Source: an optimization exercise on an open RTL-to-GDS flow (aim: small area, a short achievable clock period and few clock cycles per item). Production flows keep margins and buffers that such runs may drop. Where RTL was checked, it was by simulation tests only, not by an equivalence proof against the original.

exp/ember:
## mandel_engine
module mandel_engine (
    input             clk,
    input             reset,      
    input             start,      
    input  [31:0]     x,          
    input  [31:0]     y,          
    input  [20:0]     delta,      
    output            busy,       
    output reg        wr_en,      
    output reg [8:0]  wr_addr,    
    output reg [15:0] wr_data     
);
For scale: roughly 120 I/O pins.
make LEC_CHECK=0 CAP_MARGIN=20 CORE_MARGIN=2 CORE_UTILIZATION=40 SLEW_MARGIN=20 finish   # period 20.0 ns
run.sh (not shown) runs the stock make flow with config.mk's settings and CLKGATE_MAP_FILE= SYNTH_SCRIPT=/design/flow/synth_recipe.tcl, a recipe that flattens the netlist after the stock synthesis.
Inputs modified between exp/ember and exp/cedar:
==> flow/flow/run.sh (new file) <==
#!/bin/bash
# Standard ORFS layout, with timing repair aimed below the design's period:
# the SDC is unchanged (20 ns); repair_timing is asked to leave MARGIN ns of
# setup slack, so it optimises the paths as if the clock were faster.
set -euo pipefail
MARGIN=${MARGIN:-14}
bash standard.sh synth > synth.log 2>&1
bash standard.sh SETUP_SLACK_MARGIN=$MARGIN finish > layout.log 2>&1
==> flow/standard.sh (new file) <==
#!/bin/bash
# synth_recipe.tcl (not shown) runs the flow's synth.tcl, then flattens the netlist and writes it again
# the make line also repeats each setting of config.mk as NAME=value (left out here)
make -C /OpenROAD-flow-scripts/flow DESIGN_CONFIG=/design/flow/config.mk WORK_HOME=/design/flow/orfs CLKGATE_MAP_FILE= SYNTH_SCRIPT=/design/flow/synth_recipe.tcl "${@:-finish}"
removed: flow/run.sh
Results
- On post-CTS resize count: exp/cedar sits above exp/ember.
- The final reports for exp/cedar and exp/ember show final cell count higher in the former.
- Non-clock buffer count grows by more than half when moving from exp/ember to exp/cedar.
- The total routing usage reported by global routing number comes out higher for exp/cedar vs exp/ember.
- exp/cedar -> exp/ember: sum of net half-perimeters after detailed placement flat
- Relative to exp/ember, area taken by flip-flops and latches has increased by 110 sq um in exp/cedar.
- When the final numbers for exp/ember and exp/cedar were put side by side, the setup fix buffers added after clock tree synthesis turned out to be smaller in exp/ember.
- Per the comparison of exp/cedar with exp/ember, routing usage on met3 dropped 0.48 points, post-detailed-routing wire length climbed 9200 microns, cell area climbed about 3%.
Inputs modified between exp/cedar and exp/maple:
--- a/flow/flow/run.sh
+++ b/flow/flow/run.sh
@@ -6 +6 @@
-MARGIN=${MARGIN:-14}
+MARGIN=${MARGIN:-12}
[summary]
- Relative to exp/cedar, cell area has gone down in exp/maple.
- Of exp/maple and exp/cedar, it is exp/maple that has the higher clock-cell share of area.
- Diff exp/cedar -> exp/maple | maximum frequency | decrease of about 20%
- exp/maple vs. exp/cedar: arrival time at the worst endpoint went up, amount of wire on met2 after detailed routing went down, final critical-path share of the clock period went up.
- Max number of cells on the worst reg-to-reg path across exp/cedar and exp/maple: exp/cedar
- On total met3 wirelength after detailed routing, exp/cedar and exp/maple are neck and neck.
- Comparing exp/cedar and exp/maple, sequential cell area in the final layout is lower on exp/maple.
Input changes introduced in exp/raven (baseline for comparison: exp/maple):
- ABC_CLOCK_PERIOD_IN_PS: unset -> 4000
==> flow/run.sh (new file) <==
#!/bin/bash
# synth_recipe.tcl (not shown) runs the flow's synth.tcl, then flattens the netlist and writes it again
# the make line also repeats each setting of config.mk as NAME=value (left out here)
make -C /OpenROAD-flow-scripts/flow DESIGN_CONFIG=/design/flow/config.mk WORK_HOME=/design/flow/orfs CLKGATE_MAP_FILE= SYNTH_SCRIPT=/design/flow/synth_recipe.tcl finish
removed: flow/flow/run.sh
removed: flow/standard.sh
## What came out
On hold slack, exp/raven tracks exp/maple almost exactly. From exp/maple to exp/raven the numbers moved as follows: share of the clock period used by the worst path after layout +0.85 points. exp/raven -> exp/maple: area overhead of the layout relative to synthesis flat. exp/raven vs exp/maple on setup slack: exp/raven is the lower one. On design area, exp/maple tracks exp/raven almost exactly. Diff exp/raven..exp/maple | flip-flop and latch count after synthesis | unchanged. exp/maple -> exp/raven: via count flat. Changes observed in exp/raven relative to exp/maple: worst clock skew essentially unchanged.
No functional check of the RTL was part of any run of this note.

========
mandel_engine, a different RTL version from the one above (not shown whole).
Size: about 7,400 cells after synthesis, about 120 I/O pins, roughly 77,000 µm² of cells after synthesis.
clock: 20.0 ns
lec_check: 0
cap_margin: 20
core_margin: 2
core_utilization: 50
cts_cluster_diameter: 100
cts_cluster_size: 25
slew_margin: 20
synth_hierarchical: 1
synth_minimum_keep_size: 0
standard.sh (not shown) runs the stock make flow with config.mk's settings and CLKGATE_MAP_FILE= SYNTH_SCRIPT=/design/flow/synth_recipe.tcl, a recipe that flattens the netlist after the stock synthesis.
==> flow/flow/run.sh <==
#!/bin/bash
# Standard ORFS layout, with two changes to how it is made (the SDC, the
# period and the constraints are the standard flow's, unchanged):
#  - timing repair is asked to leave MARGIN ns of setup slack, so it
#    optimises the paths as if the clock were faster than the 20 ns it is
#    signed off at;
#  - the port buffers that the standard flow inserts on every input and
#    output are plain buf cells (buffer_ports -buffer_cell).
# Each make run writes its full output to its own log here; ORFS keeps the
# per-step logs under orfs/logs.
set -euo pipefail
MARGIN=${MARGIN:-15}
PORTBUF=${PORTBUF:-sky130_fd_sc_hd__buf_1}
bash standard.sh synth > synth.log 2>&1
bash standard.sh SETUP_SLACK_MARGIN=$MARGIN "BUFFER_PORTS_ARGS=-buffer_cell $PORTBUF" finish > layout.log 2>&1
The baseline finished clean.
Testbench counts at the start, summed over its fixed seeds: cycles 4,240,632, pixels 98,304.
Next try:
--- a/flow/flow/run.sh
+++ b/flow/flow/run.sh
@@ -11,3 +11,3 @@
 set -euo pipefail
-MARGIN=${MARGIN:-15}
+MARGIN=${MARGIN:-14.8}
 PORTBUF=${PORTBUF:-sky130_fd_sc_hd__buf_1}
What happened: Final area stays flat; hold slack stays flat; final cell count is unchanged; routed wire length hardly moves; clock skew stays flat; worst setup slack is about the same; via count hardly moves; sequential share of layout area stays flat; synthesized cell count is unchanged.

========
== run A ==
Another version of the RTL of mandel_engine (not shown whole).
Size: about 7500 cells after synthesis, ~79000 sq um of cells after synthesis.
// mandel_engine
module mandel_engine (
    input             clk,
    input             reset,      
    input             start,      
    input  [31:0]     x,          
    input  [31:0]     y,          
    input  [20:0]     delta,      
    output            busy,       
    output reg        wr_en,      
    output reg [8:0]  wr_addr,    
    output reg [15:0] wr_data     
);
export LEC_CHECK = 0
export CAP_MARGIN = 20
export CORE_MARGIN = 2
export CORE_UTILIZATION = 40
export CTS_CLUSTER_DIAMETER = 100
export CTS_CLUSTER_SIZE = 30
export SLEW_MARGIN = 20
export SYNTH_HIERARCHICAL = 1
export SYNTH_MINIMUM_KEEP_SIZE = 0
create_clock -name core_clock -period 20.0 [get_ports {clk}]
==> flow/flow/run.sh <==
#!/bin/bash
# Standard ORFS layout, with timing repair aimed below the design's period:
# the SDC is unchanged (20 ns); repair_timing is asked to leave MARGIN ns of
# setup slack, so it optimises the paths as if the clock were faster.
set -euo pipefail
MARGIN=${MARGIN:-15}
bash standard.sh synth > synth.log 2>&1
bash standard.sh SETUP_SLACK_MARGIN=$MARGIN finish > layout.log 2>&1
Testbench counts of run A, summed over its fixed seeds: cycles 4,239,862, pixels 98,304.
### run A -> run B
- removing CTS_CLUSTER_SIZE (formerly 30)
- setting ABC_AREA to 1 for the first time
- removing CTS_CLUSTER_DIAMETER (formerly 100)
Results
Run B vs run A, via count went up by 13000.
Per the comparison of run B with run A, worst path setup slack after routing comparable, number of gates resized after cts now smaller, design area now larger.
| overall fraction of global-route tracks in use | run B vs run A | 4.8 points higher |
Measured against each other, run A and run B differ in detailed-routed wire length on met2, the lower figure coming from run A.
For run C, these inputs were changed with respect to run B:
- SYNTH_MINIMUM_KEEP_SIZE removed (was 0)
- SYNTH_HIERARCHICAL removed (was 1)
- ABC_AREA removed (was 1)
[summary]
- Run C reached the end of the flow, and the finished layout is clean on the timing, design-rule and antenna checks.
- Launch point of the worst path = wr_data[0]: run B; launch point of the worst path = ya[1]: run C
- Taking run C as 1.0, run B lands at 1.18 on global-route wire length before repair.
- Relative to run B, run C improves total via count after detailed routing.
- Relative to run B, post-CTS setup buffer count has gone up in run C.
- Delta(floorplan die width, run C - run B) < 0
Input changes introduced in run D (baseline for comparison: run C):
- SYNTH_HIERARCHICAL now 1, previously not set
- SYNTH_MINIMUM_KEEP_SIZE now 0, previously not set
### Flow results
- On number of flip-flops and latches, run C and run D are neck and neck.
- Per the comparison of run D with run C, setup slack shows no meaningful change, global-route usage shrank by 0.93 points, vertical die dimension went down 0.53%, cell count after synthesis -13%.
- Routed wire length on met2: run D vs run C down 9.6 mm

========
Another version of the RTL of mandel_engine (not shown whole).
For scale: about 6800 cells after synthesis, ~120 I/O pins, ~72000 um^2 of cells after synthesis.
==> flow/config.mk <==
export PLATFORM = sky130hd
export DESIGN_NAME = mandel_engine
export DESIGN_NICKNAME = mandel_engine
export VERILOG_FILES = /design/flow/design.v
export SDC_FILE = /design/flow/constraint.sdc
export NUM_CORES = 4
export LEC_CHECK = 0
export CAP_MARGIN = 20
export CORE_MARGIN = 2
export CORE_UTILIZATION = 50
export CTS_CLUSTER_DIAMETER = 100
export CTS_CLUSTER_SIZE = 25
export SLEW_MARGIN = 20
export SYNTH_HIERARCHICAL = 1
export SYNTH_MINIMUM_KEEP_SIZE = 0
export TNS_END_PERCENT = 30
==> flow/constraint.sdc <==
create_clock -name core_clock -period 20.0 [get_ports {clk}]
set_input_delay 4.0000 -clock core_clock [delete_from_list [all_inputs] [get_ports {clk}]]
set_output_delay 4.0000 -clock core_clock [all_outputs]
set_load 0.01 [all_outputs]
==> flow/flow/run.sh <==
#!/bin/bash
# Standard ORFS layout, with two changes to how it is made (the SDC, the
# period and the constraints are the standard flow's, unchanged):
#  - timing repair is asked to leave MARGIN ns of setup slack, so it
#    optimises the paths as if the clock were faster than the 20 ns it is
#    signed off at;
#  - the port buffers that the standard flow inserts on every input and
#    output are plain buf cells (buffer_ports -buffer_cell).
# Each make run writes its full output to its own log here; ORFS keeps the
# per-step logs under orfs/logs.
set -euo pipefail
MARGIN=${MARGIN:-15}
PORTBUF=${PORTBUF:-sky130_fd_sc_hd__buf_1}
bash standard.sh synth > synth.log 2>&1
bash standard.sh SETUP_SLACK_MARGIN=$MARGIN "BUFFER_PORTS_ARGS=-buffer_cell $PORTBUF" finish > layout.log 2>&1
Testbench counts at the start, summed over its fixed seeds: cycles 4,210,944, pixels 98,304.
Then changed:
--- a/flow/config.mk
+++ b/flow/config.mk
@@ -14,3 +14,2 @@
 export SYNTH_HIERARCHICAL = 1
 export SYNTH_MINIMUM_KEEP_SIZE = 0
-export TNS_END_PERCENT = 30
The new run produced a clean layout.
Setup slack stays flat.
Via count hardly moves.
Die area is unchanged.
Global-route usage is unchanged.
Then changed:
--- a/flow/config.mk
+++ b/flow/config.mk
@@ -14,2 +14,3 @@
 export SYNTH_HIERARCHICAL = 1
 export SYNTH_MINIMUM_KEEP_SIZE = 0
+export TNS_END_PERCENT = 10
=> Wire length is higher by 1.0%; global-route usage barely changes; utilization is higher by 0.23 points; final area is higher by 0.45%; first-iteration DRC count is higher by 4.7%.

static timing again, ports no longer ideal:
How much do the figures lean on ideal ports? The routed layouts below were timed once more, with nothing changed but the port constraints. Step 1 sets driving cells, clkbuf_16 on the clock port and buf_2 on the other inputs (assumed; they add their load-dependent delay and slew). Step 2, shift: input delay + t, output delay - t, t = (earliest + latest rising clock arrival at the registers) / 2. This alone moves slack from input paths to output paths. Three values: ideal ports, drivers, drivers and shift; two values: the first two.
run	t, ns	setup slack, ns	worst setup path at the end
exp/ember	0.756	12.191 / 12.191 / 12.191	register to register
exp/cedar	0.776	13.883 / 13.883 / 13.883	register to register
exp/maple	0.756	12.361 / 12.361 / 12.361	register to register
exp/raven	0.756	12.191 / 12.191 / 12.191	register to register
the first run of note 2	0.740	14.845 / 14.764 / 15.092	register to register
the second run of note 2	0.742	14.845 / 14.763 / 14.893	register to register
run A	0.747	14.820 / 14.736 / 14.653	input to register
run B	0.828	14.818 / 14.721 / 14.961	input to register
run C	0.754	14.765 / 14.747 / 14.765	register to register
run D	0.773	14.766 / 14.759 / 14.608	input to register
the first run of note 4	0.720	14.899 / 14.815 / 14.964	register to register
the second run of note 4	0.720	14.897 / 14.814 / 14.986	register to register
the third run of note 4	0.724	14.891 / 14.808 / 14.980	register to register
After both steps every run listed still meets setup and hold. For run A, which loses most, drivers alone change the setup slack by -0.084 ns; drivers and shift together by -0.167 ns.
